What follows belongs to an exercise in optimizing a design on an open flow for small area; a production flow would make more cautious choices.
Only simulation tests tie the RTL to the original design; equivalence was not proved.
Power figures rest on the tool's default switching activity, not on a simulated workload.

== run A ==
Design router_top, start of the top module:
module router_top(clk,rst,din,rd_en0,rd_en1,rd_en2,pkt_vld,vld_out0,vld_out1,vld_out2,dout0,dout1,dout2,busy,err);
input clk,rst,rd_en0,rd_en1,rd_en2,pkt_vld;
input [7:0] din;
output vld_out0,vld_out1,vld_out2,busy,err;
output [7:0]dout0,dout1,dout2;
wire [7:0]data;
wire [1:0]addr;
wire full0,full1,full2,nz0,nz1,nz2,sft_rst0,sft_rst1,sft_rst2,rde0,rde1,rde2;
wire detect_add,wait_state,lfd_state,ld_state,laf_state,cpe_state,write_enb_reg,parity_done,low_pkt_vld;
reg fifo_full;
always@(*)
begin
	case(addr)
		2'd0:fifo_full=full0;
		2'd1:fifo_full=full1;
		2'd2:fifo_full=full2;
		default:fifo_full=1'b0;
	endcase
end
rfsm FSM(clk,rst,pkt_vld,din[1:0],sft_rst0|sft_rst1|sft_rst2,nz0,nz1,nz2,fifo_full,parity_done,low_pkt_vld,addr,busy,detect_add,wait_state,lfd_state,ld_state,laf_state,cpe_state,write_enb_reg);
router_reg REG(clk,rst,pkt_vld,din,fifo_full,detect_add,wait_state,lfd_state,ld_state,laf_state,cpe_state,parity_done,low_pkt_vld,err,data);
rsynch SYN0(clk,rst,rd_en0,nz0,vld_out0,sft_rst0);
rsynch SYN1(clk,rst,rd_en1,nz1,vld_out1,sft_rst1);
rsynch SYN2(clk,rst,rd_en2,nz2,vld_out2,sft_rst2);
router_fifo FIFO_0(clk,rst,rd_en0,write_enb_reg&&addr==2'd0,data,dout0,full0,nz0,sft_rst0,rde0);
  ...
clock: 4.0 ns
lec_check: 0
cap_margin: 20
core_margin: 2
core_utilization: 40
slew_margin: 20
standard.sh (not shown) runs the stock make flow with config.mk's settings and CLKGATE_MAP_FILE= SYNTH_SCRIPT=/design/flow/synth_recipe.tcl, a recipe that flattens the netlist after the stock synthesis.
==> flow/flow/run.sh <==
#!/bin/bash
# Own layout flow: the standard layout (standard.sh) with
#  - the standard synthesis script, but an area-oriented ABC mapping script
#    (flow/area.abc) for the combinational logic; registers are mapped by
#    dfflibmap before ABC exactly as in the standard synthesis,
#  - smaller port buffers,
#  - a clock tree of clkbuf_8 leaves without dummy loads,
#  - no pre-placement upsizing (ABC buffers are removed instead),
#  - global placement that does not keep its timing-driven buffering, and
#    downsizing of non-critical cells after global routing.
set -euo pipefail
W=$PWD
sed "s#log_cmd abc {\*}\$abc_args#set abc_args [lreplace \$abc_args 1 1 $W/flow/area.abc]; log_cmd abc {*}\$abc_args#" \
  "$FLOW_HOME/scripts/synth.tcl" > "$W/synth_area.tcl"
grep -q "flow/area.abc" "$W/synth_area.tcl"
sed "s#source \$::env(SCRIPTS_DIR)/synth.tcl#source $W/synth_area.tcl#" synth_recipe.tcl > "$W/synth_recipe_area.tcl"
grep -q "synth_area.tcl" "$W/synth_recipe_area.tcl"
sed "s#SYNTH_SCRIPT=[^ ]*#SYNTH_SCRIPT=$W/synth_recipe_area.tcl#" standard.sh > "$W/standard_area.sh"
grep -q "synth_recipe_area.tcl" "$W/standard_area.sh"
export BUFFER_PORTS_ARGS="-buffer_cell sky130_fd_sc_hd__buf_1"
export REMOVE_ABC_BUFFERS=1
export RECOVER_POWER=100
export GPL_KEEP_OVERFLOW=0
export CTS_ARGS="-sink_clustering_enable -repair_clock_nets -sink_clustering_size 16 -sink_clustering_max_diameter 80 -buf_list sky130_fd_sc_hd__clkbuf_8 -dont_use_dummy_load"
bash "$W/standard_area.sh" finish > standard_flow.log 2>&1
==> flow/flow/area.abc <==
strash
&get -n
&st
&syn4
&dch -f
&nf -a -R 100
&put
topo
stime -c
> inputs changed (run A -> run B)
Settings: CORE_UTILIZATION: 40 -> 60.
### Flow results
Comparing fraction of layout cells with a size suffix above 1 for run A and run B, the bigger number came from run A. Between run B and run A, the ratio of final minimum period to clock period figures differ only marginally. In run B the wire length turned out about 2% lower than in run A. Higher overall power of the completed layout goes to run A over run B. On number of fill cells in the layout, the higher figure sits with run A, not run B. From run A to run B the numbers moved as follows: number of non-clock buffers decreased by about 6% relative to the old numbers, post-synthesis to final-layout area growth decreased by 1.8 points relative to the old numbers, number of CTS-inserted buffers decreased by 3 relative to the old numbers, via count closely matched the old numbers. On post-route cell area, the higher figure sits with run A, not run B.
#### Input delta (run C over run B)
Settings: CAP_MARGIN now 5, was 20; SLEW_MARGIN now 5, was 20; CORE_UTILIZATION now 70, was 60.
-- flow/flow/run.sh --
<<< run B, line 5
#    dfflibmap before ABC exactly as in the standard synthesis,
#  - smaller port buffers,
#  - a clock tree of clkbuf_8 leaves without dummy loads,
#  - no pre-placement upsizing (ABC buffers are removed instead),
#  - global placement that does not keep its timing-driven buffering, and
>>> run C, line 5
#    dfflibmap before ABC exactly as in the standard synthesis,
#  - smaller port buffers,
#  - a clock tree of clkbuf_8 leaves (up to 18 sinks each) without dummy loads,
#  - no pre-placement upsizing (ABC buffers are removed instead),
#  - global placement that does not keep its timing-driven buffering, and
<<< run B, line 22
export RECOVER_POWER=100
export GPL_KEEP_OVERFLOW=0
export CTS_ARGS="-sink_clustering_enable -repair_clock_nets -sink_clustering_size 16 -sink_clustering_max_diameter 80 -buf_list sky130_fd_sc_hd__clkbuf_8 -dont_use_dummy_load"
bash "$W/standard_area.sh" finish > standard_flow.log 2>&1
>>> run C, line 22
export RECOVER_POWER=100
export GPL_KEEP_OVERFLOW=0
export CTS_ARGS="-sink_clustering_enable -repair_clock_nets -sink_clustering_size 18 -sink_clustering_max_diameter 100 -buf_list sky130_fd_sc_hd__clkbuf_8 -dont_use_dummy_load"
bash "$W/standard_area.sh" finish > standard_flow.log 2>&1
==> comparison <==
Run C ended up with register to register as its worst hold-check path type; run B ended up with input port to register. When the final numbers for run C and run B were put side by side, the final non-filler cell area turned out to be greater in run B. Comparing the two runs side by side, run C comes out ahead of run B on clock power. Run C: all stages complete, timing, DRC and antenna checks passed. Run B → run C: final worst setup slack went down; post-synthesis to final-layout area growth moved down; core utilization +11 points; minimum clock period after layout went up 0.018 ns. met1 track demand over resource in global routing for run C is higher than for run B.
#### Input delta (run D over run C)
Settings: swapping 70 for 60 in CORE_UTILIZATION; swapping 5 for 0 in SLEW_MARGIN; swapping 5 for 0 in CAP_MARGIN.
-- flow/flow/run.sh --
<<< run C, line 5
#    dfflibmap before ABC exactly as in the standard synthesis,
#  - smaller port buffers,
#  - a clock tree of clkbuf_8 leaves (up to 18 sinks each) without dummy loads,
#  - no pre-placement upsizing (ABC buffers are removed instead),
#  - global placement that does not keep its timing-driven buffering, and
>>> run D, line 5
#    dfflibmap before ABC exactly as in the standard synthesis,
#  - smaller port buffers,
#  - a clock tree of clkbuf_8 leaves without dummy loads,
#  - no pre-placement upsizing (ABC buffers are removed instead),
#  - global placement that does not keep its timing-driven buffering, and
==> flow/flow/area.abc <==
strash
dc2
drw
drf
dc2
&get -n
&st
&dch -f
&nf -a -R 100
&put
topo
stime -c
--- outcome ---
- There was hardly any difference in post-synthesis cell area between run D and run C.
- Any difference in sequential cell count between run C and run D is small enough to ignore.
- Min clock period minus final worst setup slack across run C and run D: run C
- Final wirelength delta for run D relative to run C: about 5% higher

The RTL this note starts from:
==> flow/design.v <==
module router_fifo(clk,rst,rd_en,we,din,dout,full,cnt_nz,sft_rst,rd_eff);
input clk,rst,rd_en,we,sft_rst;
input [7:0]din;
output [7:0]dout;
output full,cnt_nz,rd_eff;
reg [7:0]mem[15:0];
reg [4:0]cnt;
reg rd_q;
integer i;
wire wr_eff;
assign full=cnt[4];
assign cnt_nz=|cnt;
assign rd_eff=rd_en&cnt_nz&!sft_rst;
assign wr_eff=we&!full&!sft_rst;
always@(posedge clk)
begin
	if(wr_eff)
	begin
		mem[0]<=din;
		for(i=1;i<16;i=i+1)
			mem[i]<=mem[i-1];
	end
end
always@(posedge clk)
begin
	if(!rst||sft_rst)
		cnt<=5'd0;
	else if(wr_eff&&!rd_eff)
		cnt<=cnt+1'b1;
	else if(rd_eff&&!wr_eff)
		cnt<=cnt-1'b1;
end
always@(posedge clk)
begin
	if(!rst)
		rd_q<=1'b0;
	else
		rd_q<=rd_eff;
end
assign dout=rd_q?mem[cnt[3:0]]:8'h00;
endmodule
module rfsm(clk,rst,pkt_vld,din,sft_any,cnt_nz0,cnt_nz1,cnt_nz2,fifo_full,parity_done,low_pkt_vld,addr,busy,detect_add,lfd_state,ld_state,laf_state,cpe_state,write_enb_reg);
input clk,rst,pkt_vld,sft_any,cnt_nz0,cnt_nz1,cnt_nz2,fifo_full,parity_done,low_pkt_vld;
input [1:0]din;
output reg [1:0]addr;
output busy,detect_add,lfd_state,ld_state,laf_state,cpe_state,write_enb_reg;
parameter DECODE_ADDRESS = 3'b000,
	  WAIT_TILL_EMPTY=3'b001,
	  LOAD_FIRST_DATA = 3'b010,
	  LOAD_DATA = 3'b011,
	  LOAD_PARITY=3'b100,
	  FIFO_FULL_STATE=3'b101,
	  LOAD_AFTER_FULL=3'b110,
	  CHECK_PARITY_ERROR=3'b111;
reg [2:0] state,next;
reg din_empty,addr_empty;
always@(posedge clk)
begin
	if(!rst)
		addr<=2'd0;
	else if(state==DECODE_ADDRESS)
		addr<=din;
end
always@(posedge clk)
begin
	if(!rst||sft_any)
		state<=DECODE_ADDRESS;
	else
		state<=next;
end
always@(*)
begin
	case(din)
		2'd0:din_empty=!cnt_nz0;
		2'd1:din_empty=!cnt_nz1;
		default:din_empty=!cnt_nz2;
	endcase
	case(addr)
		2'd0:addr_empty=!cnt_nz0;
		2'd1:addr_empty=!cnt_nz1;
		2'd2:addr_empty=!cnt_nz2;
		default:addr_empty=1'b0;
	endcase
end
always@(*)
begin
	next=DECODE_ADDRESS;
	case(state)
		DECODE_ADDRESS:
			if(pkt_vld&&din!=2'd3)
				next=din_empty?LOAD_FIRST_DATA:WAIT_TILL_EMPTY;
		WAIT_TILL_EMPTY:
			next=addr_empty?LOAD_FIRST_DATA:WAIT_TILL_EMPTY;
		LOAD_FIRST_DATA:
			next=LOAD_DATA;
		LOAD_DATA:
			if(fifo_full)
				next=FIFO_FULL_STATE;
			else if(!pkt_vld)
				next=LOAD_PARITY;
			else
				next=LOAD_DATA;
		LOAD_PARITY:
			next=CHECK_PARITY_ERROR;
		FIFO_FULL_STATE:
			next=fifo_full?FIFO_FULL_STATE:LOAD_AFTER_FULL;
		LOAD_AFTER_FULL:
			if(parity_done)
				next=DECODE_ADDRESS;
			else if(low_pkt_vld)
				next=LOAD_PARITY;
			else
				next=LOAD_DATA;
		CHECK_PARITY_ERROR:
			next=fifo_full?FIFO_FULL_STATE:DECODE_ADDRESS;
	endcase
end
assign detect_add=(state==DECODE_ADDRESS);
assign lfd_state=(state==LOAD_FIRST_DATA);
assign ld_state=(state==LOAD_DATA);
assign laf_state=(state==LOAD_AFTER_FULL);
assign cpe_state=(state==CHECK_PARITY_ERROR);
assign write_enb_reg=(state==LOAD_DATA)||(state==LOAD_PARITY)||(state==LOAD_AFTER_FULL);
assign busy=!((state==DECODE_ADDRESS)||(state==LOAD_DATA));
endmodule
module router_reg(clk,rst,pkt_vld,din,addr,fifo_full,detect_add,lfd_state,ld_state,laf_state,cpe_state,parity_done,low_pkt_vld,err,dout);
input clk,rst,pkt_vld,fifo_full,detect_add,lfd_state,ld_state,laf_state,cpe_state;
input [7:0]din;
input [1:0]addr;
output reg parity_done,low_pkt_vld,err;
output reg [7:0]dout;
reg [7:2]header;
reg [7:0]par;
wire [7:0]hdr={header,addr};
wire load_parity=(ld_state&&!pkt_vld&&!fifo_full)||(laf_state&&!parity_done&&low_pkt_vld);
always@(posedge clk)
begin
	if(!rst)
		dout<=8'd0;
	else if(lfd_state)
		dout<=hdr;
	else if(ld_state&&fifo_full)
		dout<=dout;
	else if(ld_state||!pkt_vld)
		dout<=din;
end
always@(posedge clk)
begin
	if(!rst)
		header<=6'd0;
	else if(detect_add&&pkt_vld&&din[1:0]!=2'b11)
		header<=din[7:2];
end
always@(posedge clk)
begin
	if(!rst||cpe_state)
		low_pkt_vld<=1'b0;
	else if(ld_state&&!pkt_vld)
		low_pkt_vld<=1'b1;
end
always@(posedge clk)
begin
	if(!rst||detect_add)
		par<=8'd0;
	else if(lfd_state&&pkt_vld)
		par<=par^hdr;
	else if((ld_state&&pkt_vld)||load_parity)
		par<=par^din;
end
always@(posedge clk)
begin
	if(!rst||detect_add)
		parity_done<=1'b0;
	else if(load_parity)
		parity_done<=1'b1;
end
always@(posedge clk)
begin
	if(!rst)
		err<=1'b0;
	else
		err<=parity_done&&(par!=8'd0);
end
endmodule
module rsynch(clk,rst,rd_en,vld_out,sft_rst);
input clk,rst,rd_en,vld_out;
output reg sft_rst;
reg [4:0]count;
always@(posedge clk)
begin
	if(!rst||!vld_out||rd_en)
	begin
		count<=5'd1;
		sft_rst<=1'b0;
	end
	else if(count==5'd30)
	begin
		count<=5'd1;
		sft_rst<=1'b1;
	end
	else
	begin
		count<=count+1'b1;
		sft_rst<=1'b0;
	end
end
endmodule
module router_top(clk,rst,din,rd_en0,rd_en1,rd_en2,pkt_vld,vld_out0,vld_out1,vld_out2,dout0,dout1,dout2,busy,err);
input clk,rst,rd_en0,rd_en1,rd_en2,pkt_vld;
input [7:0] din;
output vld_out0,vld_out1,vld_out2,busy,err;
output [7:0]dout0,dout1,dout2;
wire [7:0]data;
wire [1:0]addr;
wire full0,full1,full2,nz0,nz1,nz2,sft_rst0,sft_rst1,sft_rst2,rde0,rde1,rde2;
wire detect_add,lfd_state,ld_state,laf_state,cpe_state,write_enb_reg,parity_done,low_pkt_vld;
reg fifo_full;
always@(*)
begin
	case(addr)
		2'd0:fifo_full=full0;
		2'd1:fifo_full=full1;
		2'd2:fifo_full=full2;
		default:fifo_full=1'b0;
	endcase
end
assign vld_out0=nz0&!sft_rst0;
assign vld_out1=nz1&!sft_rst1;
assign vld_out2=nz2&!sft_rst2;
rfsm FSM(clk,rst,pkt_vld,din[1:0],sft_rst0|sft_rst1|sft_rst2,nz0,nz1,nz2,fifo_full,parity_done,low_pkt_vld,addr,busy,detect_add,lfd_state,ld_state,laf_state,cpe_state,write_enb_reg);
router_reg REG(clk,rst,pkt_vld,din,addr,fifo_full,detect_add,lfd_state,ld_state,laf_state,cpe_state,parity_done,low_pkt_vld,err,data);
rsynch SYN0(clk,rst,rd_en0,vld_out0,sft_rst0);
rsynch SYN1(clk,rst,rd_en1,vld_out1,sft_rst1);
rsynch SYN2(clk,rst,rd_en2,vld_out2,sft_rst2);
router_fifo FIFO_0(clk,rst,rd_en0,write_enb_reg&&addr==2'd0,data,dout0,full0,nz0,sft_rst0,rde0);
router_fifo FIFO_1(clk,rst,rd_en1,write_enb_reg&&addr==2'd1,data,dout1,full1,nz1,sft_rst1,rde1);
router_fifo FIFO_2(clk,rst,rd_en2,write_enb_reg&&addr==2'd2,data,dout2,full2,nz2,sft_rst2,rde2);
endmodule
clock: 4.0 ns
lec_check: 0
cap_margin: 20
core_margin: 2
core_utilization: 40
slew_margin: 20
run.sh (not shown) runs the stock make flow with config.mk's settings and CLKGATE_MAP_FILE= SYNTH_SCRIPT=/design/flow/synth_recipe.tcl, a recipe that flattens the netlist after the stock synthesis.
Stock flow here: none of the scripts above is used.
Then changed:
--- a/flow/config.mk
+++ b/flow/config.mk
@@ -10,0 +11 @@
+export CTS_BUF_LIST = sky130_fd_sc_hd__clkbuf_4 sky130_fd_sc_hd__clkbuf_8
Result: Total power went down by 1.2%; die area is unchanged; cell area hardly moves; non-clock buffer count is unchanged.

## separate check: timing with driven ports
Ports are ideal in the flow. The routed layouts listed here were re-timed in OpenROAD.
Step 1 sets driving cells, clkbuf_16 on the clock port and buf_2 on the other inputs (assumed; they add their load-dependent delay and slew).
Step 2 also shifts input and output timing later by t, the mid clock arrival at the registers, as if the neighbouring blocks saw the same clock.
Three values: ideal, step 1, step 2; two values: the first two.
run	shift t [ns]	setup WS [ns]	worst setup path after step 2	worst slew at a driven data input, ns	pins driven straight from the clock port
run A	0.611	0.197 / 0.153 / 0.366	register to register	0.08	1
run B	0.649	0.192 / 0.148 / 0.318	register to register	0.07	1
run C	0.621	0.175 / 0.130 / 0.347	register to register	0.08	1
run D	0.622	0.104 / 0.057 / 0.254	register to register	0.07	1
the first run of note 2	0.639	0.129 / 0.074 / 0.602	register to register	0.04	1
the second run of note 2	0.674	0.159 / 0.107 / 0.603	register to register	0.04	1
After both steps setup and hold are still met in every run listed.
